This is an optimization exercise on Yosys and OpenROAD, whose aim is a short achievable clock period and few clock cycles, not a production implementation.
In this exercise RTL edits were held to simulation tests only and were not proved equivalent to the original.

### flow/flow/run.sh
#!/bin/bash
# The standard layout, with repair_timing aiming for a setup slack of
# REPAIR_MARGIN ns instead of the flow's few ns, so that the resizer works on
# the paths the achieved period depends on. The SDC is the design's.
set -euo pipefail
REPAIR_MARGIN=126
bash standard.sh SETUP_SLACK_MARGIN=$REPAIR_MARGIN finish > standard_make.log 2>&1
### flow/standard.sh
#!/bin/bash
# synth_recipe.tcl (not shown) runs the flow's synth.tcl, then flattens the netlist and writes it again
# the make line also repeats each setting of config.mk as NAME=value (left out here)
make -C /OpenROAD-flow-scripts/flow DESIGN_CONFIG=/design/flow/config.mk WORK_HOME=/design/flow/orfs CLKGATE_MAP_FILE= SYNTH_SCRIPT=/design/flow/synth_recipe.tcl "${@:-finish}"
### flow/config.mk
export PLATFORM = sky130hd
export DESIGN_NAME = mips
export DESIGN_NICKNAME = mips
export VERILOG_FILES = /design/flow/design.v
export SDC_FILE = /design/flow/constraint.sdc
export NUM_CORES = 4
export LEC_CHECK = 0
export CAP_MARGIN = 20
export CORE_MARGIN = 2
export CORE_UTILIZATION = 40
export SLEW_MARGIN = 20
### flow/constraint.sdc
create_clock -name core_clock -period 160.0 [get_ports {clk}]
set_input_delay 32.0000 -clock core_clock [delete_from_list [all_inputs] [get_ports {clk}]]
set_output_delay 32.0000 -clock core_clock [all_outputs]
set_load 0.01 [all_outputs]
### flow/design.v
module alu
  (
   input [31:0]  busA,
   input [31:0]  busB,
   input [31:0]  imm,
   input         is_lui,
   input         is_addi,
   input [5:0]   funct,
   output [31:0] result
   );
    wire        sub = !is_addi && funct == 6'b100010;
    wire [31:0] opb = is_addi ? imm : busB;
    wire [31:0] sum = busA + (sub ? ~opb : opb) + {31'd0, sub};
    wire [31:0] prod = busA * busB;
    wire        mul = !is_addi && funct == 6'b011000;
    assign result = is_lui ? imm : (mul ? prod : sum);
endmodule  
module ks_sub
  #(parameter W = 32)
  (
   input [W-1:0]  a,
   input [W-1:0]  b,
   output [W-1:0] diff,
   output         ge
   );
    reg [W-1:0]  g, p, gk, pk;
    integer      i, k;
    always @(*)
    begin
        g = a & ~b;
        p = a ^ ~b;
        gk = g;
        pk = p;
        gk[0] = g[0] | p[0];
        for (k = 1; k < W; k = k * 2)
          for (i = W - 1; i >= k; i = i - 1)
          begin
              gk[i] = gk[i] | (pk[i] & gk[i - k]);
              pk[i] = pk[i] & pk[i - k];
          end
    end
    assign diff = p ^ {gk[W-2:0], 1'b1};
    assign ge = gk[W-1];
endmodule  
module div_step4
  #(parameter W = 34)
  (
   input [W-1:0]  x,
   input [W-1:0]  d1,
   input [W-1:0]  d2,
   input [W-1:0]  d3,
   input          z1,
   input          z2,
   input          z3,
   output [W-1:0] r,
   output [1:0]   q
   );
    wire [W-1:0] s1, s2, s3;
    wire         g1, g2, g3;
    ks_sub #(.W(W)) k1(.a(x), .b(d1), .diff(s1), .ge(g1));
    ks_sub #(.W(W)) k2(.a(x), .b(d2), .diff(s2), .ge(g2));
    ks_sub #(.W(W)) k3(.a(x), .b(d3), .diff(s3), .ge(g3));
    wire         f1 = z1 & g1;
    wire         f2 = z2 & g2;
    wire         f3 = z3 & g3;
    assign q = {f2, f3 | (f1 & !f2)};
    assign r = f3 ? s3 : f2 ? s2 : f1 ? s1 : x;
endmodule  
module div_first
  #(parameter N = 9)
  (
   input [31:0]    dividend,
   input [31:0]    divisor,
   input [33:0]    divisor3,    
   output [31:0]   rem_out,     
   output [2*N-1:0] quo_out     
   );
    wire [33:0] d1 = {2'b0, divisor};
    wire [33:0] d2 = {1'b0, divisor, 1'b0};
    wire [31:0] r [0:N];
    assign r[0] = 32'd0;
    genvar      j;
    generate
        for (j = 0; j < N; j = j + 1)
        begin : step
            localparam W = 2 * j + 2;
            wire [W-1:0] ro;
            wire [W-1:0] x;
            wire         z1, z2, z3;
            if (j == 0)
              assign x = dividend[31:30];
            else
              assign x = {r[j][W-3:0], dividend[31-2*j:30-2*j]};
            if (W < 34)
            begin
                assign z1 = d1[33:W] == 0;
                assign z2 = d2[33:W] == 0;
                assign z3 = divisor3[33:W] == 0;
            end
            else
            begin
                assign z1 = 1'b1;
                assign z2 = 1'b1;
                assign z3 = 1'b1;
            end
            div_step4 #(.W(W)) s(
                                 .x(x),
                                 .d1(d1[W-1:0]),
                                 .d2(d2[W-1:0]),
                                 .d3(divisor3[W-1:0]),
                                 .z1(z1),
                                 .z2(z2),
                                 .z3(z3),
                                 .r(ro),
                                 .q(quo_out[2*N-1-2*j:2*N-2-2*j]));
            if (W < 32)
              assign r[j+1] = {{(32-W){1'b0}}, ro};
            else
              assign r[j+1] = ro[31:0];
        end
    endgenerate
    assign rem_out = r[N];
endmodule  
module div_next
  #(parameter N = 7)
  (
   input [31:0]  rem_in,
   input [31:0]  quo_in,
   input [31:0]  divisor,
   input [33:0]  divisor3,
   output [31:0] rem_out,
   output [31:0] quo_out
   );
    wire [33:0] d1 = {2'b0, divisor};
    wire [33:0] d2 = {1'b0, divisor, 1'b0};
    wire [31:0] r [0:N];
    wire [31:0] q [0:N];
    assign r[0] = rem_in;
    assign q[0] = quo_in;
    genvar      j;
    generate
        for (j = 0; j < N; j = j + 1)
        begin : step
            wire [1:0]  qd;
            wire [33:0] ro;
            div_step4 #(.W(34)) s(
                                  .x({r[j], q[j][31:30]}),
                                  .d1(d1),
                                  .d2(d2),
                                  .d3(divisor3),
                                  .z1(1'b1),
                                  .z2(1'b1),
                                  .z3(1'b1),
                                  .r(ro),
                                  .q(qd));
            assign r[j+1] = ro[31:0];
            assign q[j+1] = {q[j][29:0], qd};
        end
    endgenerate
    assign rem_out = r[N];
    assign quo_out = q[N];
endmodule  
module register_file
  (
   input         write_enable,
   input [4:0]   write_register,
   input [31:0]  busW,
   input [4:0]   RS,
   input [4:0]   RT,
   output [31:0] busA,
   output [31:0] busB,
   input         rst,
   input         clk
   );
    reg [31:0]   registers[31:1];
    reg [31:1]   written;
    assign busA = (RS == 5'd0 || !written[RS]) ? 32'd0 : registers[RS];
    assign busB = (RT == 5'd0 || !written[RT]) ? 32'd0 : registers[RT];
    always@(posedge clk)
    begin
        if(rst)
          written <= 31'd0;
        else if(write_enable && write_register != 5'd0)
          written[write_register] <= 1'b1;
    end
    always@(posedge clk)
    begin
        if(write_enable && write_register != 5'd0)
          registers[write_register] <= busW;
    end  
endmodule  
module mips
  (
   input         clk,
   input         rst,
   output [31:0] imem_addr,
   input [31:0]  imem_data,
   output        wb_en,
   output [4:0]  wb_reg,
   output [31:0] wb_data
   );
    reg [31:0]  pc;           
    reg [31:0]  ir;           
    reg         ir_valid;
    assign imem_addr = pc;
    wire        fetch_j = imem_data[31:26] == 6'b000010;
    wire [31:0] pc_plus4 = pc + 32'd4;
    wire [5:0]  opcode = ir[31:26];
    wire [4:0]  RS = ir[25:21];
    wire [4:0]  RT = ir[20:16];
    wire [4:0]  RD = ir[15:11];
    wire [5:0]  funct = ir[5:0];
    wire [31:0] immediate = { {16{ir[15]}}, ir[15:0] };
    wire        is_r    = opcode == 6'b000000;
    wire        is_lui  = opcode == 6'b001111;
    wire        is_addi = opcode == 6'b001000;
    wire        is_beq  = opcode == 6'b000100;
    wire        is_div  = is_r && funct == 6'b011010;
    wire        r_write = is_r && (funct == 6'b100000 || funct == 6'b100010 ||
                                   funct == 6'b011000 || funct == 6'b011010);
    wire        writes  = ir_valid && (is_lui || is_addi || r_write);
    wire [4:0]  dest    = is_r ? RD : RT;
    wire [31:0] busA;
    wire [31:0] busB;
    reg         div_busy;
    reg         div_last;
    reg [31:0]  div_rem;
    reg [31:0]  div_quo;
    reg [31:0]  div_divisor;
    reg [33:0]  div_divisor3;
    wire        div_start = ir_valid && is_div && !div_busy;
    wire [31:0] d0_rem, d0_quo, d1_rem, d1_quo;
    localparam DIV_FIRST = 9;
    wire [2*DIV_FIRST-1:0] d0_q;
    wire [33:0] divisor3 = {2'b0, busB} + {1'b0, busB, 1'b0};
    div_first #(.N(DIV_FIRST)) div_first(
                                         .dividend(busA),
                                         .divisor(busB),
                                         .divisor3(divisor3),
                                         .rem_out(d0_rem),
                                         .quo_out(d0_q));
    assign d0_quo = {busA[31-2*DIV_FIRST:0], d0_q};
    div_next #(.N(16-DIV_FIRST)) div_next(
                                          .rem_in(div_rem),
                                          .quo_in(div_quo),
                                          .divisor(div_divisor),
                                          .divisor3(div_divisor3),
                                          .rem_out(d1_rem),
                                          .quo_out(d1_quo));
    wire        stall = div_start || (div_busy && !div_last);
    wire [31:0] alu_out;
    alu alu(
            .busA(busA),
            .busB(busB),
            .imm(immediate),
            .is_lui(is_lui),
            .is_addi(is_addi),
            .funct(funct),
            .result(alu_out));
    wire [31:0] result = is_div ? d1_quo : alu_out;
    wire        do_write = writes && !stall;
    wire        beq_taken = ir_valid && is_beq && busA == busB;
    wire [31:0] beq_target = pc + {immediate[29:0], 2'b00};
    register_file reg_file(
                           .write_enable(do_write),
                           .write_register(dest),
                           .busW(result),
                           .RS(RS),
                           .RT(RT),
                           .busA(busA),
                           .busB(busB),
                           .rst(rst),
                           .clk(clk));
    always @(posedge clk)
    begin
        if (rst)
        begin
            div_busy <= 1'b0;
            div_last <= 1'b0;
        end
        else if (div_start)
        begin
            div_busy <= 1'b1;
            div_last <= 1'b1;
        end
        else if (div_busy && div_last)
        begin
            div_busy <= 1'b0;
            div_last <= 1'b0;
        end
    end
    always @(posedge clk)
    begin
        if (div_start)
        begin
            div_rem <= d0_rem;
            div_quo <= d0_quo;
            div_divisor <= busB;
            div_divisor3 <= divisor3;
        end
    end
    always @(posedge clk)
    begin
        if (rst)
        begin
            pc <= 32'd0;
            ir_valid <= 1'b0;
        end
        else if (beq_taken)
        begin
            pc <= beq_target;
            ir_valid <= 1'b0;
        end
        else if (!stall)
        begin
            pc <= fetch_j ? {6'b0, imem_data[25:0]} : pc_plus4;
            ir_valid <= 1'b1;
        end
    end
    always @(posedge clk)
    begin
        if (!stall)
          ir <= imem_data;
    end
    reg         wb_en_r;
    reg [4:0]   wb_reg_r;
    reg [31:0]  wb_data_r;
    always @(posedge clk)
    begin
        if (rst)
          wb_en_r <= 1'b0;
        else
          wb_en_r <= do_write && dest != 5'd0;
        wb_reg_r <= dest;
        wb_data_r <= result;
    end
    assign wb_en = wb_en_r;
    assign wb_reg = wb_reg_r;
    assign wb_data = wb_data_r;
endmodule  
==> results.txt, run 1 <==
- Post-synthesis mux area share: 12.34%
- Largest family of logic cells by synthesized area: adder cells
- Mapped Cells: 12150
- Fin area: 134700 µm²
- Detail Placement HPWL: 306600 µm
- Top Family by Delay on Critical Path: buffers and inverters
- Most frequent cells in the layout: 1193 x ha_1, 1139 x edfxtp_1, 1129 x nand2_1
- Initial antenna violation count: 10
- Post-synthesis xor/xnor area fraction: 5.302%
- Syn-to-layout area delta: 10.17%
- First-pass GRT wire length: 631800 µm
- Cell Area, Placed: 129800 µm²
- GRT Resource Usage Total: 27.17%
- CTS root buf: clkbuf_16
- Startpoint Class: register
- Final slew viol count: 0
- DR iter-0 viols: 10870
- Number of global-route vias before repair: 96170
- Critical path cell sequence: clkdlybuf4s50_1
- Placer Congestion: 0.9613
- CTS clock-pin slew for the worst setup and hold paths: 0.06 ns
- Fin cells: 16470
- Leading cell type in the layout, fill and taps excluded: ha_1
- Core area: 303500 µm²
- Max Freq: 29.49 MHz
- Setup Crit Path Kind: reg -> out
- Antenna viol nets, final: 0
- Inserted Clock Buffers: 118
- Initial core utilization: 40.27%
- IO Pins: 104
- Worst-margin pin slew: 1.101 ns
- Synth warnings: 14
- RSZ-0062 raised after global routing: false
- Setup crit end kind: output port
- I/O Buffers: 103
- Skew final: 0.1330 ns
- FFs w/ async S/R, synth: 0%
- Fraction of layout cells with a size suffix above 1: 11.67%
- Final Cycle Share: 21.19%
- Via-to-Cell Ratio: 6.046
- Nets@finish: 13950
- Clock sink count: 1252
- # DRC: 0
- FP Rows: 202
- Final setup vio count: 0
- Multi-input logic area: 81150 µm²
- CTS Buffer Depth: 3
- Mapped cell area: 122200 µm²
- Max incr delay on CP: 0.64 ns
- TNS Setup: 0 ns
- CP required: 128.00 ns
- Initial DRT Pass Iterations: 6
- Routed len/inst: 26.09 µm
- Fill cells: 28870
- Max-cap violations: 0
- Arrival @ worst endpoint: 1.91 ns
- Synth Area in Adders: 19.46%
- CP max stage cell: clkdlybuf4s50_1
- Yosys top cell area share: 27.98%
- Avg Cell Area, Syn: 10.06 µm²
- Routed vias: 99600
- Seq cells post-synth: 1252
- Main synth FF type: edfxtp_1
- Top post-synthesis cells by area: edfxtp_1 28%, ha_1 12%, mux4_2 10%, fa_1 7.2%, nand2_1 3.5%
- CTS tree: done
- Simple-gate share of the synthesized area: 11.80%
- Status: no timing/DRC/antenna violations
- Register area share after synthesis: 29.83%
- Final WL: 429800 µm
- Register area: 36500 µm²
- Number of synthesized flops with an enable pin: 1139
- Time the worst path needs with I/O delays and setup: 33.91 ns
- Yosys cell types: 127
- Final hold violation count: 0
- Slew margin rel.: 25.95%
- Die H: 556.8 µm
- H-tree Lvls: 3
- CP max FO: 8
- Leading area contributor after synthesis: edfxtp_1
- Hold/Removal Path Class: reg -> reg
- Post-synthesis compound-gate area fraction: 16.63%
- Die ar.: 310000 µm²
- Cells after DPL: 16220
- Total gr overflow: 0
- Buf/Inv on CP: 1
- Die X: 556.8 µm
- Largest net degree at the start of global routing: 103
- Worst skew pair latency: 0.82 ns
[state kept, by name, indices dropped and copies added (netlist names), named ones only]
name                cells
div_rem                18
reg_file.registers    992
div_last                1
div_divisor            32
ir                     32
reg_file.written       31
wb_en_r                 1
ir_valid                1
wb_reg_r                5
div_divisor3           33
pc                     32
div_quo                32
wb_data_r              32
[stage by stage]
| stage | setup slack (ns) | utilization [%] | hold WS [ns] |
|---|---|---|---|
| final | 126.09 | 44.37 | 0.5010 |
| after global routing | 125.88 | 44.36 | 0.5214 |
| after CTS | 126.07 | 44.20 | 0.4996 |
| after detailed placement | 124.98 | 42.77 | 0.4832 |
| after global placement | 125.23 | 42.76 | 0.4788 |
| after floorplan | 126.52 | - | 0.4479 |
[path summary, 6_finish.rpt]
check                      start                   endpoint  slack, ns  cells past startpoint
hold / removal             pc[0]                      pc[0]       0.50                      2
hold reg to reg            pc[0]                      pc[0]       0.50                      2
setup reg to reg  div_divisor[0]  reg_file.registers[23][0]     128.22                    126
setup / recovery          pc[16]              imem_addr[16]     126.09                      1
[synth_stat cells, types with 70 or more instances]
library cell  instances
ha_1               1194
edfxtp_1           1139
nand2_1            1132
inv_1               999
nor2_1              829
a21oi_1             813
o21ai_0             695
mux4_2              555
xnor2_1             473
fa_1                441
a21o_1              345
clkbuf_1            299
xor2_1              267
mux2i_1             228
nor3_1              198
o21a_1              189
nand3_1             185
nand2b_1            166
nor2b_1             132
a21boi_0            128
o211ai_1            118
dfxtp_1             113
a211oi_1             99
or3_1                88
a31oi_1              85
and2_1               80
o21bai_1             75
and3_1               71
buf_1                70
[repair_timing]
action,in CTS,in global routing
buffers inserted,4,20
setup endpoints to repair,20,84
pin swaps,1,4
cloned,0,1
endpoints found under the hold margin,0,0
resized for setup,7,88
hold buffers,0,0
[kinds of logic (layout without fill, tap and decap cells)]
group | count (synthesis) | in the layout
simple gates | 3123 | 3123
fa+ha+maj | 1637 | 1637
mux | 810 | 810
buf+inv | 1455 | 1681
compound gates | 3129 | 3130
other cells | 1 | 19
flops | 1252 | 1252
xor+xnor | 740 | 740
[tightest hold or removal path, cell delays in order, from the launching register on]
cell and delay (ns):
dfxtp_1 0.32, mux2i_1 0.06, nor2_1 0.08
[final cells by class]
class / instances / share of cell area, %
diodes: 2 / 0.003716
clock buffers: 147 / 2.363
clock inverters: 79 / 0.8371
inverters: 1008 / 2.831
multi-input cells: 9457 / 60.26
flip-flops and latches: 1252 / 27.10
well taps: 4080 / 3.791
repair buffers: 447 / 2.810
[routing by layer]
metal  track usage (%)  wire length (µm)
met1             36.53            178300
met2             44.16            196000
met3             4.030             35610
met4             10.34             19900
met5                 0                23
Testbench counts, summed over its fixed seeds: cycles 38,344.
==> run 2, diff against run 1 <==
--- a/flow/design.v
+++ b/flow/design.v
@@ -165,10 +165,17 @@
    input         write_enable,
    input [4:0]   write_register,
    input [31:0]  busW,
+   input         write_enable2,
+   input [4:0]   write_register2,
+   input [31:0]  busW2,
    input [4:0]   RS,
    input [4:0]   RT,
+   input [4:0]   RC,
+   input [4:0]   RD,
    output [31:0] busA,
    output [31:0] busB,
+   output [31:0] busC,
+   output [31:0] busD,
    input         rst,
    input         clk
    );
@@ -176,19 +183,58 @@
     reg [31:1]   written;
     assign busA = (RS == 5'd0 || !written[RS]) ? 32'd0 : registers[RS];
     assign busB = (RT == 5'd0 || !written[RT]) ? 32'd0 : registers[RT];
+    assign busC = (RC == 5'd0 || !written[RC]) ? 32'd0 : registers[RC];
+    assign busD = (RD == 5'd0 || !written[RD]) ? 32'd0 : registers[RD];
     always@(posedge clk)
     begin
         if(rst)
           written <= 31'd0;
-        else if(write_enable && write_register != 5'd0)
-          written[write_register] <= 1'b1;
+        else
+        begin
+            if(write_enable2 && write_register2 != 5'd0)
+              written[write_register2] <= 1'b1;
+            if(write_enable && write_register != 5'd0)
+              written[write_register] <= 1'b1;
+        end
     end
     always@(posedge clk)
     begin
+        if(write_enable2 && write_register2 != 5'd0)
+          registers[write_register2] <= busW2;
         if(write_enable && write_register != 5'd0)
           registers[write_register] <= busW;
     end  
 endmodule  
+module fetch_next
+  (
+   input [31:0]  word,
+   input         early_taken,    
+   input [31:0]  early_target,
+   input [31:0]  pc_plus4,
+   input [31:0]  pc_plus8,
+   input [31:0]  pc_plus12,
+   input [31:0]  pc_plus16,
+   output [31:0] next_pc,
+   output        taken           
+   );
+    wire        is_j = word[31:26] == 6'b000010;
+    wire        ubeq = word[31:26] == 6'b000100 && word[15:2] == 14'd0 &&
+                       word[25:21] == word[20:16];
+    reg [31:0]  ubeq_target;
+    always @(*)
+    begin
+        case (word[1:0])
+          2'd0: ubeq_target = pc_plus4;
+          2'd1: ubeq_target = pc_plus8;
+          2'd2: ubeq_target = pc_plus12;
+          default: ubeq_target = pc_plus16;
+        endcase
+    end
+    assign next_pc = early_taken ? early_target :
+                     is_j ? {6'b0, word[25:0]} :
+                     ubeq ? ubeq_target : pc_plus4;
+    assign taken = early_taken || ubeq;
+endmodule  
 module mips
   (
    input         clk,
@@ -203,8 +249,12 @@
     reg [31:0]  ir;           
     reg         ir_valid;
     assign imem_addr = pc;
-    wire        fetch_j = imem_data[31:26] == 6'b000010;
     wire [31:0] pc_plus4 = pc + 32'd4;
+    wire [31:0] pc_plus8 = pc + 32'd8;
+    wire [31:0] pc_plus12 = pc + 32'd12;
+    wire [31:0] pc_plus16 = pc + 32'd16;
+    wire [31:0] fetch_next_pc;
+    wire        fetch_taken;
     wire [5:0]  opcode = ir[31:26];
     wire [4:0]  RS = ir[25:21];
     wire [4:0]  RT = ir[20:16];
@@ -222,13 +272,46 @@
     wire [4:0]  dest    = is_r ? RD : RT;
     wire [31:0] busA;
     wire [31:0] busB;
-    reg         div_busy;
-    reg         div_last;
+    wire [31:0] busC;
+    wire [31:0] busD;
+    localparam BT_N = 4;
+    reg [BT_N-1:0] bt_valid;
+    reg [31:0]     bt_tag [0:BT_N-1];
+    reg [4:0]      bt_rs [0:BT_N-1];
+    reg [4:0]      bt_rt [0:BT_N-1];
+    reg [31:0]     bt_target [0:BT_N-1];
+    reg [1:0]      bt_next;
+    reg            bt_hit;
+    reg [4:0]      bt_hit_rs;
+    reg [4:0]      bt_hit_rt;
+    reg [31:0]     bt_hit_target;
+    integer        n;
+    always @(*)
+    begin
+        bt_hit = 1'b0;
+        bt_hit_rs = 5'd0;
+        bt_hit_rt = 5'd0;
+        bt_hit_target = 32'd0;
+        for (n = 0; n < BT_N; n = n + 1)
+          if (bt_valid[n] && bt_tag[n] == pc)
+          begin
+              bt_hit = 1'b1;
+              bt_hit_rs = bt_hit_rs | bt_rs[n];
+              bt_hit_rt = bt_hit_rt | bt_rt[n];
+              bt_hit_target = bt_hit_target | bt_target[n];
+          end
+    end
+    reg         ir_hit;       
+    reg         ir_taken;     
+    reg         div_busy;     
+    reg [4:0]   div_dest;
     reg [31:0]  div_rem;
     reg [31:0]  div_quo;
     reg [31:0]  div_divisor;
     reg [33:0]  div_divisor3;
-    wire        div_start = ir_valid && is_div && !div_busy;
+    reg         pend_valid;
+    reg [4:0]   pend_reg;
+    reg [31:0]  pend_data;
     wire [31:0] d0_rem, d0_quo, d1_rem, d1_quo;
     localparam DIV_FIRST = 9;
     wire [2*DIV_FIRST-1:0] d0_q;
@@ -247,7 +330,9 @@
                                           .divisor3(div_divisor3),
                                           .rem_out(d1_rem),
                                           .quo_out(d1_quo));
-    wire        stall = div_start || (div_busy && !div_last);
+    wire        stall = ir_valid && div_busy &&
+                        (pend_valid || is_div || RS == div_dest || RT == div_dest);
+    wire        div_start = ir_valid && is_div && !stall;
     wire [31:0] alu_out;
     alu alu(
             .busA(busA),
@@ -257,37 +342,51 @@
             .is_addi(is_addi),
             .funct(funct),
             .result(alu_out));
-    wire [31:0] result = is_div ? d1_quo : alu_out;
-    wire        do_write = writes && !stall;
-    wire        beq_taken = ir_valid && is_beq && busA == busB;
+    wire [31:0] result = alu_out;
+    wire        do_write = writes && !is_div && !stall;
+    wire        div_write = div_busy && div_dest != 5'd0;
+    wire        beq_taken = ir_valid && is_beq && !ir_taken && !stall &&
+                            ir[15:0] != 16'd0 && busA == busB;
     wire [31:0] beq_target = pc + {immediate[29:0], 2'b00};
+    wire        e_fwd = do_write && dest != 5'd0;
+    wire [31:0] early_a = (e_fwd && dest == bt_hit_rs) ? alu_out : busC;
+    wire [31:0] early_b = (e_fwd && dest == bt_hit_rt) ? alu_out : busD;
+    wire        early_taken = bt_hit && !(ir_valid && is_div) &&
+                              !(div_busy && (bt_hit_rs == div_dest || bt_hit_rt == div_dest)) &&
+                              early_a == early_b;
+    fetch_next fetch_next(
+                          .word(imem_data),
+                          .early_taken(early_taken),
+                          .early_target(bt_hit_target),
+                          .pc_plus4(pc_plus4),
+                          .pc_plus8(pc_plus8),
+                          .pc_plus12(pc_plus12),
+                          .pc_plus16(pc_plus16),
+                          .next_pc(fetch_next_pc),
+                          .taken(fetch_taken));
     register_file reg_file(
                            .write_enable(do_write),
                            .write_register(dest),
                            .busW(result),
+                           .write_enable2(div_busy),
+                           .write_register2(div_dest),
+                           .busW2(d1_quo),
                            .RS(RS),
                            .RT(RT),
+                           .RC(bt_hit_rs),
+                           .RD(bt_hit_rt),
                            .busA(busA),
                            .busB(busB),
+                           .busC(busC),
+                           .busD(busD),
                            .rst(rst),
                            .clk(clk));
     always @(posedge clk)
     begin
         if (rst)
-        begin
-            div_busy <= 1'b0;
-            div_last <= 1'b0;
-        end
-        else if (div_start)
-        begin
-            div_busy <= 1'b1;
-            div_last <= 1'b1;
-        end
-        else if (div_busy && div_last)
-        begin
-            div_busy <= 1'b0;
-            div_last <= 1'b0;
-        end
+          div_busy <= 1'b0;
+        else
+          div_busy <= div_start;
     end
     always @(posedge clk)
     begin
@@ -297,6 +396,7 @@
             div_quo <= d0_quo;
             div_divisor <= busB;
             div_divisor3 <= divisor3;
+            div_dest <= RD;
         end
     end
     always @(posedge clk)
@@ -313,26 +413,85 @@
         end
         else if (!stall)
         begin
-            pc <= fetch_j ? {6'b0, imem_data[25:0]} : pc_plus4;
+            pc <= fetch_next_pc;
             ir_valid <= 1'b1;
         end
     end
     always @(posedge clk)
     begin
         if (!stall)
-          ir <= imem_data;
+        begin
+            ir <= imem_data;
+            ir_hit <= bt_hit;
+            ir_taken <= fetch_taken;
+        end
+    end
+    wire [31:0] pc_minus4 = pc - 32'd4;
+    always @(posedge clk)
+    begin
+        if (rst)
+        begin
+            bt_valid <= {BT_N{1'b0}};
+            bt_next <= 2'd0;
+        end
+        else if (ir_valid && is_beq && !ir_hit && !ir_taken && !stall)
+        begin
+            bt_valid[bt_next] <= 1'b1;
+            bt_next <= bt_next + 2'd1;
+        end
+    end
+    always @(posedge clk)
+    begin
+        if (ir_valid && is_beq && !ir_hit && !ir_taken && !stall)
+        begin
+            bt_tag[bt_next] <= pc_minus4;
+            bt_rs[bt_next] <= RS;
+            bt_rt[bt_next] <= RT;
+            bt_target[bt_next] <= beq_target;
+        end
     end
     reg         wb_en_r;
     reg [4:0]   wb_reg_r;
     reg [31:0]  wb_data_r;
+    wire        e_show = do_write && dest != 5'd0;
     always @(posedge clk)
     begin
         if (rst)
-          wb_en_r <= 1'b0;
+        begin
+            wb_en_r <= 1'b0;
+            pend_valid <= 1'b0;
+        end
+        else
+        begin
+            wb_en_r <= pend_valid || div_write || e_show;
+            pend_valid <= (pend_valid && (div_write || e_show)) ||
+                          (div_write && e_show);
+        end
+        if (pend_valid)
+        begin
+            wb_reg_r <= pend_reg;
+            wb_data_r <= pend_data;
+        end
+        else if (div_write)
+        begin
+            wb_reg_r <= div_dest;
+            wb_data_r <= d1_quo;
+        end
+        else
+        begin
+            wb_reg_r <= dest;
+            wb_data_r <= result;
+        end
+        if (div_write && (pend_valid || e_show) && !(pend_valid && e_show))
+        begin
+            pend_reg <= pend_valid ? div_dest : dest;
+            pend_data <= pend_valid ? d1_quo : result;
+        end
         else
-          wb_en_r <= do_write && dest != 5'd0;
-        wb_reg_r <= dest;
-        wb_data_r <= result;
+        begin
+            pend_reg <= dest;
+            pend_data <= result;
+        end
     end
     assign wb_en = wb_en_r;
     assign wb_reg = wb_reg_r;
==> flow/flow/run.sh (replaced) <==
#!/bin/bash
# The standard layout, with repair_timing aiming for a setup slack of
# REPAIR_MARGIN ns instead of the flow's few ns, so that the resizer works on
# the paths the achieved period depends on. The SDC is the design's.
set -euo pipefail
REPAIR_MARGIN=127
bash standard.sh SETUP_SLACK_MARGIN=$REPAIR_MARGIN finish > standard_make.log 2>&1
--- a/flow/config.mk
+++ b/flow/config.mk
@@ -9,3 +9,4 @@
 export CORE_MARGIN = 2
 export CORE_UTILIZATION = 40
 export SLEW_MARGIN = 20
+export SYNTH_HIERARCHICAL = 1
==> run 2 against run 1 <==
  * Still clean on timing, DRC and antenna
  * First-iteration DRC count is 120% higher
  * Sequential share of layout area is 4.4 points lower
  * Non-clock buffer count is 233 higher
  * Critical path depth is 1 higher
  * Worst setup slack better by 0.33 ns
  * Critical path type unchanged
==> results.txt, run 2 <==
- Nets@finish: 20870 (+50%)
- Largest net degree at the start of global routing: 105 (+1.9%)
- Setup Crit Path Kind: reg -> out
- Leading cell type in the layout, fill and taps excluded: inv_1
- Avg Cell Area, Syn: 9.728 µm² (-3.3%)
- Fin cells: 25550 (+55%)
- Routed len/inst: 30.48 µm (+17%)
- Die H: 694.7 µm (+25%)
- Via-to-Cell Ratio: 6.497 (+7.5%)
- DR iter-0 viols: 24380 (+120%)
- IO Pins: 104 (unchanged)
- Max incr delay on CP: 0.35 ns (-0.29 ns)
- GRT Resource Usage Total: 31.25% (+4.1 points)
- Critical path origin: pc[12]
- Initial DRT Pass Iterations: 6 (unchanged)
- Largest register FFs: 992 (unchanged)
- Syn-to-layout area delta: 7.553%
- Cell Area, Placed: 198200 µm² (+53%)
- Largest registers: reg_file.registers (992), bt_target (126), bt_tag (122)
- Detail Placement HPWL: 523000 µm (+71%)
- Mapped cell area: 190800 µm² (+56%)
- CTS clock-pin slew for the worst setup and hold paths: 0.07 ns (about the same)
- Inserted Clock Buffers: 186 (+58%)
- First-pass GRT wire length: 1110000 µm (+76%)
- Antenna viol nets, final: 0 (unchanged)
- Routed vias: 166000 (+67%)
- Final Cycle Share: 20.99% (-0.20 points)
- Register with the most flip-flops: reg_file.registers
- CP max stage cell: dfxtp_4
- I/O Buffers: 103 (unchanged)
- CP required: 128.00 ns (about the same)
- Status: no timing/DRC/antenna violations
- Worst skew pair latency: 0.97 ns (+0.15 ns)
- RR Startpoint: ir[16]
- CTS root buf: clkbuf_16
- Most frequent cells in the layout: 1862 x inv_1, 1448 x edfxtp_1, 1332 x nand2_1
- TNS Setup: 0 ns (unchanged)
- Fraction of layout cells with a size suffix above 1: 21.83% (+10 points)
- Hold path start: bt_valid[3]
- Final core utilization: 43.23% (-1.1 points)
- Final hold violation count: 0 (unchanged)
- Placer Congestion: 0.9497 (-1.2%)
- Worst-margin pin slew: 1.334 ns (+0.2335 ns)
- Skew final: 0.1068 ns (-0.02621 ns)
- RSZ-0062 raised after global routing: true
- R2r setup slk: 129.22 ns (+1.00 ns)
- Die X: 694.7 µm (+25%)
- Number of global-route vias before repair: 156000 (+62%)
- Startpoint Class: register
- Core area: 474800 µm² (+56%)
- CTS Buffer Depth: 4 (+1)
- Time the worst path needs with I/O delays and setup: 33.59 ns (-0.3250 ns)
- Cells after DPL: 25140 (+55%)
- Arrival @ worst endpoint: 1.59 ns (-0.32 ns)
- Initial antenna violation count: 75 (+65)
- Synth warnings: 21 (+7)
- CTS tree: done
- Final setup vio count: 0 (unchanged)
- Fin area: 205200 µm² (+52%)
- Hold/Removal Path Class: reg -> reg
- Max-cap violations: 0 (unchanged)
- Slew margin rel.: 10.24% (-16 points)
- Final WL: 778900 µm (+81%)
- Setup crit end kind: output port
- Die ar.: 482600 µm² (+56%)
- Final slew viol count: 0 (unchanged)
- Mapped Cells: 19620 (+61%)
- FP Rows: 253 (+25%)
- H-tree Lvls: 4 (+1)
- Total gr overflow: 0 (unchanged)
- Clock sink count: 1595 (+27%)
- # DRC: 0 (unchanged)
- Initial core utilization: 40.19% (-0.081 points)
- Critical path cell sequence: buf_12 > buf_6
- CP max FO: 2 (-6)
- Max Freq: 29.77 MHz (+0.97%)
## run 2: critical path: cells and delay by family, from the launching register on
family / cells / cell delay (ns)
DFF: 1 / 0.35
buffers and inverters: 2 / 0.25
## run 2: final timing paths
check                        to  cells past startpoint
hold / removal      bt_valid[3]                      2
hold reg to reg     bt_valid[3]                      2
setup / recovery  imem_addr[12]                      2
setup reg to reg     div_rem[0]                    103
## run 2: layer usage
metal / track usage, % / wire length, µm / vias up
li1: - / - / 70960
met5: 0 / 328 / -
met4: 15.87 / 47840 / 42
met3: 10.05 / 107500 / 2323
met1: 41.78 / 303600 / 81600
met2: 45.09 / 319600 / 11100
## run 2: timing repair
item,in CTS,in global routing
pin swaps,20,30
buffers inserted,33,11
gates resized for setup,514,146
cloned,7,2
hold buffers,0,0
endpoints found under the setup margin,134,133
## run 2: stage by stage
stage                     setup WS, ns  hold slack, ns
after floorplan                 126.38          0.4056
after global routing            126.41          0.5541
after global placement          125.27          0.4600
after detailed placement        125.33          0.4747
final                           126.41          0.4946
after CTS                       126.38          0.4887
## run 2: layout make-up
cell class                 count  area, µm²
clock buffer                 232       4979
timing repair buffer         680       5773
fill                       45760     269600
multi-input combinational  14780     132000
inverter                    1896       7156
antenna                       20      50.05
tap                         6247       7816
sequential                  1595      46530
clock inverter               105      933.4
Testbench counts of run 2, summed over its fixed seeds: cycles 36,596.
==> run 3, diff against run 2 <==
==> flow/flow/run.sh (replaced) <==
#!/bin/bash
# The standard layout, with repair_timing aiming for a setup slack of
# REPAIR_MARGIN ns instead of the flow's few ns, so that the resizer works on
# the paths the achieved period depends on. The SDC is the design's.
set -euo pipefail
REPAIR_MARGIN=128
bash standard.sh SETUP_SLACK_MARGIN=$REPAIR_MARGIN finish > standard_make.log 2>&1
==> run 3 against run 2 <==
  * Die area did not move
  * Hold slack better by 0.067 ns
  * Core utilization up 0.13 points
  * Largest cell class unchanged
==> results.txt, run 3 <==
- Hold Buf Count CTS: 0 (unchanged)
- Die X: 694.7 µm (unchanged)
- Cell Area, Placed: 197700 µm² (-0.28%)
- Setup crit end kind: output port
- CTS root buf: clkbuf_16
- Largest registers: reg_file.registers (992), bt_target (126), bt_tag (122)
- Buf/Inv on CP: 2 (unchanged)
- Final Cycle Share: 20.97% (about the same)
- Routed vias: 165300 (-0.42%)
- Core area: 474800 µm² (unchanged)
- FP Rows: 253 (unchanged)
- Status: no timing/DRC/antenna violations
- Mapped Cells: 19620 (unchanged)
- RSZ-0062 raised after global routing: true
- DR iter-0 viols: 22150 (-9.1%)
- CTS clock-pin slew for the worst setup and hold paths: 0.06 ns (about the same)
- Top Family by Delay on Critical Path: flip-flops
- Largest net degree at the start of global routing: 112 (+6.7%)
- CTS Buffer Depth: 4 (unchanged)
- Die ar.: 482600 µm² (unchanged)
- Max Freq: 29.80 MHz (about the same)
- Initial antenna violation count: 49 (-35%)
- IO Pins: 104 (unchanged)
- Final WL: 758400 µm (-2.6%)
- Slew margin rel.: 12.71% (+2.5 points)
- TNS Setup: 0 ns (unchanged)
- Antenna viol nets, final: 0 (unchanged)
- Max incr delay on CP: 0.33 ns (-0.02 ns)
- Final hold violation count: 0 (unchanged)
- Startpoint Class: register
- CP max FO: 2 (unchanged)
- CP max stage cell: dfxtp_2
- CP required: 128.00 ns (about the same)
- # DRC: 0 (unchanged)
- Placer Congestion: 0.9524 (+0.28%)
- Initial DRT Pass Iterations: 9 (+3)
- Worst skew pair latency: 1.00 ns (+0.03 ns)
- Final slew viol count: 0 (unchanged)
- Clock sink count: 1595 (unchanged)
- Routed len/inst: 29.73 µm (-2.5%)
- Inserted Clock Buffers: 201 (+8.1%)
- Leading cell type in the layout, fill and taps excluded: inv_1
- Largest register FFs: 992 (unchanged)
- Final setup vio count: 0 (unchanged)
- I/O Buffers: 103 (unchanged)
- Die H: 694.7 µm (unchanged)
- Synth warnings: 21 (unchanged)
- Initial core utilization: 40.19% (unchanged)
- Number of global-route vias before repair: 156700 (+0.48%)
- Max-cap violations: 0 (unchanged)
- Arrival @ worst endpoint: 1.56 ns (-0.03 ns)
- Critical path cell sequence: buf_12 > buf_6
- Skew final: 0.1176 ns (+0.01079 ns)
- H-tree Lvls: 4 (unchanged)
- Setup Crit Path Kind: reg -> out
- Most frequent cells in the layout: 1862 x inv_1, 1448 x edfxtp_1, 1328 x nand2_1
- Syn-to-layout area delta: 7.869%
- First-pass GRT wire length: 1089000 µm (-1.9%)
- Worst-margin pin slew: 1.309 ns (-0.02483 ns)
- Detail Placement HPWL: 499800 µm (-4.4%)
- GRT Resource Usage Total: 30.41% (-0.84 points)
- Via-to-Cell Ratio: 6.481 (-0.25%)
- Hold/Removal Path Class: reg -> reg
- Time the worst path needs with I/O delays and setup: 33.56 ns (-0.03000 ns)
- Register with the most flip-flops: reg_file.registers
- Fill cells: 45760 (+0.020%)
- Avg Cell Area, Syn: 9.728 µm² (unchanged)
- Fraction of layout cells with a size suffix above 1: 21.80% (-0.032 points)
- Mapped cell area: 190800 µm² (unchanged)
- Nets@finish: 20800 (-0.34%)
- Total gr overflow: 0 (unchanged)
- Fin area: 205800 µm² (+0.29%)
- CTS tree: done
- Final core utilization: 43.35% (+0.13 points)
[run 3: worst paths after layout]
| check | start | endpoint | slack, ns | cells past startpoint |
|---|---|---|---|---|
| setup / recovery | pc[14] | imem_addr[14] | 126.44 | 2 |
| hold / removal | bt_valid[2] | bt_valid[2] | 0.56 | 2 |
| setup reg to reg | ir[17] | div_rem[17] | 129.71 | 107 |
| hold reg to reg | bt_valid[2] | bt_valid[2] | 0.56 | 2 |
[run 3: metal layers]
metal / up-vias / track usage, % / wire (µm)
met2: 10920 / 44.78 / 316800
li1: 70780 / - / -
met1: 81330 / 40.34 / 293800
met3: 2269 / 9.199 / 101600
met5: - / 0.09001 / 313
met4: 28 / 15.24 / 45940
[run 3: final cells by class]
cell class | count | area, µm² | area share [%]
multi-input cells | 14780 | 132300 | 64.25
flip-flops and latches | 1595 | 46590 | 22.63
well taps | 6247 | 7816 | 3.797
inverters | 1896 | 7158 | 3.477
clock buffers | 246 | 5351 | 2.600
repair buffers | 594 | 5234 | 2.543
clock inverters | 127 | 1368 | 0.6644
diodes | 28 | 70.07 | 0.03404
[run 3: timing repair]
item | CTS | global route
cloned | 6 | 0
pin swaps | 52 | 45
endpoints found under the hold margin | 0 | 0
setup buffers | 51 | 15
endpoints found under the setup margin | 143 | 154
gates resized for setup | 533 | 86
[run 3: metrics by stage]
| stage | cells | hold slack (ns) | worst slack, ns |
|---|---|---|---|
| final | 25510 | 0.5617 | 126.44 |
| after CTS | 25460 | 0.5650 | 126.39 |
| after floorplan | 19730 | 0.4055 | 126.38 |
| after global placement | 25030 | 0.5492 | 125.32 |
| after global routing | 25490 | 0.5671 | 126.42 |
| after detailed placement | 25030 | 0.5525 | 125.38 |
[run 3: worst reg2reg max path: cells and delay by family (launching register included)]
kind                     cells  cell delay [ns]
AO/OA/AOI/OAI               57            14.13
XOR/XNOR                     1             0.17
adder cells (fa/ha/maj)     11             4.57
buffers and inverters       12             4.06
flip-flops                   1             0.81
multiplexers                 1             0.38
AND/OR/NAND/NOR             25             5.79
==> run 4, diff against run 3 <==
--- a/flow/design.v
+++ b/flow/design.v
@@ -176,11 +176,15 @@
    output [31:0] busB,
    output [31:0] busC,
    output [31:0] busD,
+   output [31:0] written_next,
    input         rst,
    input         clk
    );
     reg [31:0]   registers[31:1];
     reg [31:1]   written;
+    assign written_next = {written, 1'b0} |
+                          ((write_enable && write_register != 5'd0) ? (32'd1 << write_register) : 32'd0) |
+                          ((write_enable2 && write_register2 != 5'd0) ? (32'd1 << write_register2) : 32'd0);
     assign busA = (RS == 5'd0 || !written[RS]) ? 32'd0 : registers[RS];
     assign busB = (RT == 5'd0 || !written[RT]) ? 32'd0 : registers[RT];
     assign busC = (RC == 5'd0 || !written[RC]) ? 32'd0 : registers[RC];
@@ -210,6 +214,7 @@
    input [31:0]  word,
    input         early_taken,    
    input [31:0]  early_target,
+   input [31:0]  written,        
    input [31:0]  pc_plus4,
    input [31:0]  pc_plus8,
    input [31:0]  pc_plus12,
@@ -219,7 +224,8 @@
    );
     wire        is_j = word[31:26] == 6'b000010;
     wire        ubeq = word[31:26] == 6'b000100 && word[15:2] == 14'd0 &&
-                       word[25:21] == word[20:16];
+                       (word[25:21] == word[20:16] ||
+                        (!written[word[25:21]] && !written[word[20:16]]));
     reg [31:0]  ubeq_target;
     always @(*)
     begin
@@ -253,6 +259,8 @@
     wire [31:0] pc_plus8 = pc + 32'd8;
     wire [31:0] pc_plus12 = pc + 32'd12;
     wire [31:0] pc_plus16 = pc + 32'd16;
+    wire [31:0] written_next;
+    wire [31:0] written_soon;
     wire [31:0] fetch_next_pc;
     wire        fetch_taken;
     wire [5:0]  opcode = ir[31:26];
@@ -345,6 +353,8 @@
     wire [31:0] result = alu_out;
     wire        do_write = writes && !is_div && !stall;
     wire        div_write = div_busy && div_dest != 5'd0;
+    assign written_soon = written_next |
+                          ((ir_valid && is_div && RD != 5'd0) ? (32'd1 << RD) : 32'd0);
     wire        beq_taken = ir_valid && is_beq && !ir_taken && !stall &&
                             ir[15:0] != 16'd0 && busA == busB;
     wire [31:0] beq_target = pc + {immediate[29:0], 2'b00};
@@ -358,6 +368,7 @@
                           .word(imem_data),
                           .early_taken(early_taken),
                           .early_target(bt_hit_target),
+                          .written(written_soon),
                           .pc_plus4(pc_plus4),
                           .pc_plus8(pc_plus8),
                           .pc_plus12(pc_plus12),
@@ -379,6 +390,7 @@
                            .busB(busB),
                            .busC(busC),
                            .busD(busD),
+                           .written_next(written_next),
                            .rst(rst),
                            .clk(clk));
     always @(posedge clk)
==> flow/flow/run.sh (replaced) <==
#!/bin/bash
# The standard layout, with repair_timing aiming for a setup slack of
# REPAIR_MARGIN ns instead of the flow's few ns, so that the resizer works on
# the paths the achieved period depends on. The SDC is the design's.
set -euo pipefail
REPAIR_MARGIN=127
bash standard.sh SETUP_SLACK_MARGIN=$REPAIR_MARGIN finish > standard_make.log 2>&1
==> run 4 against run 3 <==
  * Register-to-register slack lost 0.09 ns
  * Global-route usage is essentially flat
  * Sequential share of layout area shrank 0.15 points
  * First-iteration DRC count grew 0.75%
  * Critical path type unchanged
  * Non-clock buffer count grew 40
  * Die area grew 0.63%
  * Cell count grew 0.35%
  * Design area grew 0.52%
  * Core utilization shrank 0.089 points
  * Worst setup slack lost 0.097 ns
==> results.txt, run 4 <==
- Worst-margin pin slew: 1.320 ns (+0.01111 ns)
- CP max FO: 2 (unchanged)
- Final hold violation count: 0 (unchanged)
- Worst hold slack: 0.5042 ns (-0.05747 ns)
- Placer Congestion: 0.9739 (+2.3%)
- Time the worst path needs with I/O delays and setup: 33.65 ns (+0.09700 ns)
- Largest registers: reg_file.registers (992), bt_target (126), bt_tag (122)
- CTS clock-pin slew for the worst setup and hold paths: 0.07 ns (about the same)
- DR iter-0 viols: 22320 (+0.75%)
- RSZ-0062 raised after global routing: true
- Mapped cell area: 192000 µm² (+0.63%)
- Clock sink count: 1595 (unchanged)
- CTS Buffer Depth: 4 (unchanged)
- Startpoint Class: register
- Arrival @ worst endpoint: 1.65 ns (+0.09 ns)
- Initial core utilization: 40.15% (about the same)
- Initial antenna violation count: 60 (+22%)
- Register with the most flip-flops: reg_file.registers
- Routed vias: 164200 (-0.69%)
- Worst skew pair latency: 1.07 ns (+0.07 ns)
- Cells after DPL: 25130 (+0.40%)
- FP Rows: 254 (+0.40%)
- Mapped Cells: 19480 (-0.70%)
- Routed len/inst: 29.78 µm (+0.19%)
- TNS Setup: 0 ns (unchanged)
- Most frequent cells in the layout: 1855 x inv_1, 1448 x edfxtp_1, 1335 x nand2_1
- Fin area: 206900 µm² (+0.52%)
- Via-to-Cell Ratio: 6.414 (-1.0%)
- Initial DRT Pass Iterations: 9 (unchanged)
- Largest register FFs: 992 (unchanged)
- Number of global-route vias before repair: 155800 (-0.59%)
- Largest net degree at the start of global routing: 112 (unchanged)
- First-pass GRT wire length: 1089000 µm (about the same)
- Hold/Removal Path Class: reg -> reg
- Antenna viol nets, final: 0 (unchanged)
- Setup Crit Path Kind: reg -> out
- Final Cycle Share: 21.03% (+0.061 points)
- Avg Cell Area, Syn: 9.859 µm² (+1.3%)
- CP required: 128.00 ns (about the same)
- Final WL: 762500 µm (+0.54%)
- Leading cell type in the layout, fill and taps excluded: inv_1
- Total gr overflow: 0 (unchanged)
- # DRC: 0 (unchanged)
- Setup crit end kind: output port
- Inserted Clock Buffers: 196 (-2.5%)
- GRT Resource Usage Total: 30.44% (+0.037 points)
- H-tree Lvls: 4 (unchanged)
- Cell Area, Placed: 199000 µm² (+0.65%)
- CTS root buf: clkbuf_16
- Final setup vio count: 0 (unchanged)
- Core area: 478300 µm² (+0.73%)
- Fin cells: 25600 (+0.35%)
- Synth warnings: 21 (unchanged)
- Skew final: 0.2068 ns (+0.08925 ns)
- Final slew viol count: 0 (unchanged)
- Max-cap violations: 0 (unchanged)
- CTS tree: done
- Detail Placement HPWL: 516200 µm (+3.3%)
- Die H: 696.9 µm (+0.31%)
- Status: no timing/DRC/antenna violations
- Syn-to-layout area delta: 7.750%
- Nets@finish: 20710 (-0.39%)
- Slew margin rel.: 11.04% (-1.7 points)
- Die ar.: 485700 µm² (+0.63%)
- Die X: 696.9 µm (+0.31%)
- Final core utilization: 43.26% (-0.089 points)
- Max Freq: 29.71 MHz (-0.29%)
- Fraction of layout cells with a size suffix above 1: 22.44% (+0.64 points)
- I/O Buffers: 103 (unchanged)
- IO Pins: 104 (unchanged)
run 4: worst max-delay path, cell delays in order, from the launching register on:
cell and delay, ns:
dfxtp_2 0.33, buf_12 0.13, buf_6 0.11
run 4: area by class of cell:
class / instances / area [µm²]
fill: 45870 / 271400
multi-input combinational: 14660 / 133000
sequential: 1595 / 46530
tap: 6400 / 8008
inverter: 1894 / 7131
timing repair buffer: 634 / 5594
clock buffer: 234 / 5117
clock inverter: 127 / 1453
antenna: 52 / 130.1
run 4: metrics by stage:
step | worst slack, ns
after global placement | 124.20
after global routing | 126.33
after detailed placement | 124.22
final | 126.35
after floorplan | 125.88
after CTS | 126.33
run 4: worst paths after layout:
kind	endpoint	slack [ns]	cells after the start	start
max	imem_addr[24]	126.35	2	pc[24]
min	bt_valid[1]	0.50	2	bt_valid[1]
max reg2reg	div_rem[4]	129.62	102	ir[16]
min reg2reg	bt_valid[1]	0.50	2	bt_valid[1]
run 4: timing repair:
action                                  in CTS  in global routing
endpoints found under the setup margin     103                123
pin swaps                                   41                 17
buffers inserted                            30                  8
hold buffers                                 0                  0
resized for setup                          563                 63
endpoints found under the hold margin        0                  0
cloned                                      11                  0
run 4: routing by layer:
layer	vias to the layer above	wire length (µm)	global-route usage (%)	part of all wire [%]
li1	70580	-	-	-
met1	80480	294600	40.01	39
met2	10780	309300	43.63	41
met3	2299	103700	9.851	14
met4	50	54370	17.86	7.1
met5	-	406	0.04951	0.053
Testbench counts of run 4, summed over its fixed seeds: cycles 36,450.
==> run 5, diff against run 4 <==
==> flow/flow/run.sh (replaced) <==
#!/bin/bash
# The standard layout, with repair_timing aiming for a setup slack of
# REPAIR_MARGIN ns instead of the flow's few ns, so that the resizer works on
# the paths the achieved period depends on. The SDC is the design's.
set -euo pipefail
REPAIR_MARGIN=128
bash standard.sh SETUP_SLACK_MARGIN=$REPAIR_MARGIN finish > standard_make.log 2>&1
==> run 5 against run 4 <==
  * Critical path depth did not move
  * Hold slack got worse by 0.014 ns
  * Design area rose by 0.27%
  * Clock-buffer cell count rose by 2
  * Global-route usage rose by 0.70 points
  * Synthesized area did not move
  * Routed wire length rose by 2.4%
  * Register-to-register slack improved by 0.16 ns
  * Clock skew fell by 0.038 ns
  * Critical endpoint is now imem_addr[26]
==> results.txt, run 5 <==
- Die X: 696.9 µm (unchanged)
- I/O Buffers: 103 (unchanged)
- Synth warnings: 21 (unchanged)
- Max-cap violations: 0 (unchanged)
- CP required: 128.00 ns (about the same)
- Largest register FFs: 992 (unchanged)
- RR Startpoint: ir[17]
- Fin area: 207500 µm² (+0.27%)
- Final slew viol count: 0 (unchanged)
- Critical path cell sequence: buf_12 > buf_6
- GRT Resource Usage Total: 31.14% (+0.70 points)
- Hold/Removal Path Class: reg -> reg
- Final Cycle Share: 21.00% (-0.029 points)
- Worst hold slack: 0.4899 ns (-0.01430 ns)
- DR iter-0 viols: 24700 (+11%)
- Leading cell type in the layout, fill and taps excluded: inv_1
- Nets@finish: 20730 (+0.068%)
- Buf/Inv on CP: 2 (unchanged)
- Initial antenna violation count: 64 (+6.7%)
- CTS root buf: clkbuf_16
- Detail Placement HPWL: 526000 µm (+1.9%)
- # DRC: 0 (unchanged)
- Max Freq: 29.76 MHz (+0.14%)
- Final core utilization: 43.38% (+0.12 points)
- CTS tree: done
- Routed len/inst: 30.51 µm (+2.4%)
- Avg Cell Area, Syn: 9.859 µm² (unchanged)
- RSZ-0062 raised after global routing: true
- Routed vias: 166400 (+1.3%)
- Skew final: 0.1687 ns (-0.03811 ns)
- Multi-input logic area: 133200 µm² (+0.14%)
- Final WL: 780900 µm (+2.4%)
- Core area: 478300 µm² (unchanged)
- Fin cells: 25590 (-0.023%)
- Antenna viol nets, final: 0 (unchanged)
- CTS Buffer Depth: 4 (unchanged)
- Most frequent cells in the layout: 1854 x inv_1, 1448 x edfxtp_1, 1332 x nand2_1
- Startpoint Class: register
- Total gr overflow: 0 (unchanged)
- Register area: 46580 µm² (+0.12%)
- Clock sink count: 1595 (unchanged)
- CTS clock-pin slew for the worst setup and hold paths: 0.06 ns (about the same)
- Dpl ws: 124.18 ns (-0.03900 ns)
- Critical path origin: pc[26]
- CP max FO: 4 (+2)
- H-tree Lvls: 4 (unchanged)
- Status: no timing/DRC/antenna violations
- Syn-to-layout area delta: 8.041%
- Initial core utilization: 40.15% (unchanged)
- Largest registers: reg_file.registers (992), bt_target (126), bt_tag (122)
- R2r setup slk: 129.78 ns (+0.16 ns)
- Fill cells: 45690 (-0.39%)
- Arrival @ worst endpoint: 1.61 ns (-0.04 ns)
- Inserted Clock Buffers: 195 (-0.51%)
- Worst skew pair latency: 1.03 ns (-0.04 ns)
- Setup crit end kind: output port
- IO Pins: 104 (unchanged)
- Number of global-route vias before repair: 155700 (-0.095%)
- Worst setup margin: 126.39 ns (+0.04600 ns)
- Cells after DPL: 25130 (-0.016%)
- Die ar.: 485700 µm² (unchanged)
- Mapped Cells: 19480 (unchanged)
- Mapped cell area: 192000 µm² (unchanged)
- Fraction of layout cells with a size suffix above 1: 22.68% (+0.24 points)
- Die H: 696.9 µm (unchanged)
- Hold path start: bt_valid[2]
- Via-to-Cell Ratio: 6.500 (+1.3%)
- Time the worst path needs with I/O delays and setup: 33.61 ns (-0.04600 ns)
- Worst-margin pin slew: 1.335 ns (+0.01425 ns)
- FP Rows: 254 (unchanged)
- Setup Crit Path Kind: reg -> out
- Final hold violation count: 0 (unchanged)
- Placer Congestion: 0.9991 (+2.6%)
- Max incr delay on CP: 0.33 ns (about the same)
- Register with the most flip-flops: reg_file.registers
- First-pass GRT wire length: 1108000 µm (+1.7%)
- TNS Setup: 0 ns (unchanged)
- Final setup vio count: 0 (unchanged)
- Top Family by Delay on Critical Path: flip-flops
- Largest net degree at the start of global routing: 124 (+11%)
- CP max stage cell: dfxtp_2
- Slew margin rel.: 11.02% (-0.020 points)
- Hold Buf Count CTS: 0 (unchanged)
- Initial DRT Pass Iterations: 7 (-2)
- Cell Area, Placed: 199200 µm² (+0.11%)
run 5: changes by cell type in the layout (fill, tap and decap cells not counted), sizes merged:
cell           change
buf               +15
diode             -15
clkinvlp          -10
bufinv             +7
dlygate4sd2        +5
clkdlybuf4s15      -4
clkinv             -4
clkdlybuf4s50      +1
inv                -1
run 5: cell type report:
class                           instances  share of cell area [%]
Tap cell                             6400                   3.859
Clock buffer                          236                   2.460
Timing Repair Buffer                  649                   2.863
Antenna cell                           37                 0.04462
Sequential cell                      1595                   22.45
Inverter                             1894                   3.435
Multi-Input combinational cell      14660                   64.18
Clock inverter                        119                  0.7104
run 5: final timing paths:
check | to | depth (start not counted)
hold reg to reg | bt_valid[2] | 2
hold / removal | bt_valid[2] | 2
setup / recovery | imem_addr[26] | 2
setup reg to reg | div_rem[17] | 99
run 5: metal layers:
metal,wire length [µm],GRT usage (%),part of all wire [%]
met2,315100,44.30,40
met5,580,0.1882,0.074
met4,56540,17.91,7.2
met3,109500,10.83,14
met1,299200,40.86,38
run 5: worst min-delay path, delay by kind of cell, from the launching register on:
| family | cells | cell delay (ns) |
|---|---|---|
| DFF | 1 | 0.33 |
| and+or+nand+nor | 2 | 0.13 |
run 5: timing repair:
action                                  in CTS  in global routing
endpoints found under the setup margin     151                153
endpoints found under the hold margin        0                  0
pin swaps                                   58                 19
resized for setup                          572                 40
cloned                                      11                  0
setup buffers                               45                  9

## port drivers added, routing unchanged
No port has a modelled driver above. Below, the same layouts with a new extraction and two added sets of constraints. Step 1 sets driving cells, clkbuf_16 on the clock port and buf_2 on the other inputs (assumed; they add their load-dependent delay and slew). Step 2 also shifts input and output timing later by t, the mid clock arrival at the registers, as if the neighbouring blocks saw the same clock. a / b / c = no drivers / after step 1 / after step 2; a / b = the first two.
run	t (ns)	slack for setup (ns)	worst hold slack (ns)	worst setup path at the end	latest minus earliest clock arrival (ns)
run 1	0.840	126.089 / 126.005 / 125.656	0.501 / 0.501 / 0.501	input to register	0.133 / 0.133
run 2	1.067	126.414 / 126.267 / 126.026	0.495 / 0.495 / 0.495	input to register	0.107 / 0.107
run 3	1.065	126.444 / 126.325 / 125.881	0.562 / 0.562 / 0.562	input to register	0.118 / 0.118
run 4	1.107	126.347 / 126.208 / 125.416	0.504 / 0.504 / 0.504	input to register	0.209 / 0.209
run 5	1.080	126.393 / 126.261 / 125.416	0.490 / 0.490 / 0.490	input to register	0.170 / 0.170
After both steps every run listed still meets setup and hold. For run 5, which loses most, drivers alone change the setup slack by -0.132 ns; drivers and shift together by -0.977 ns.
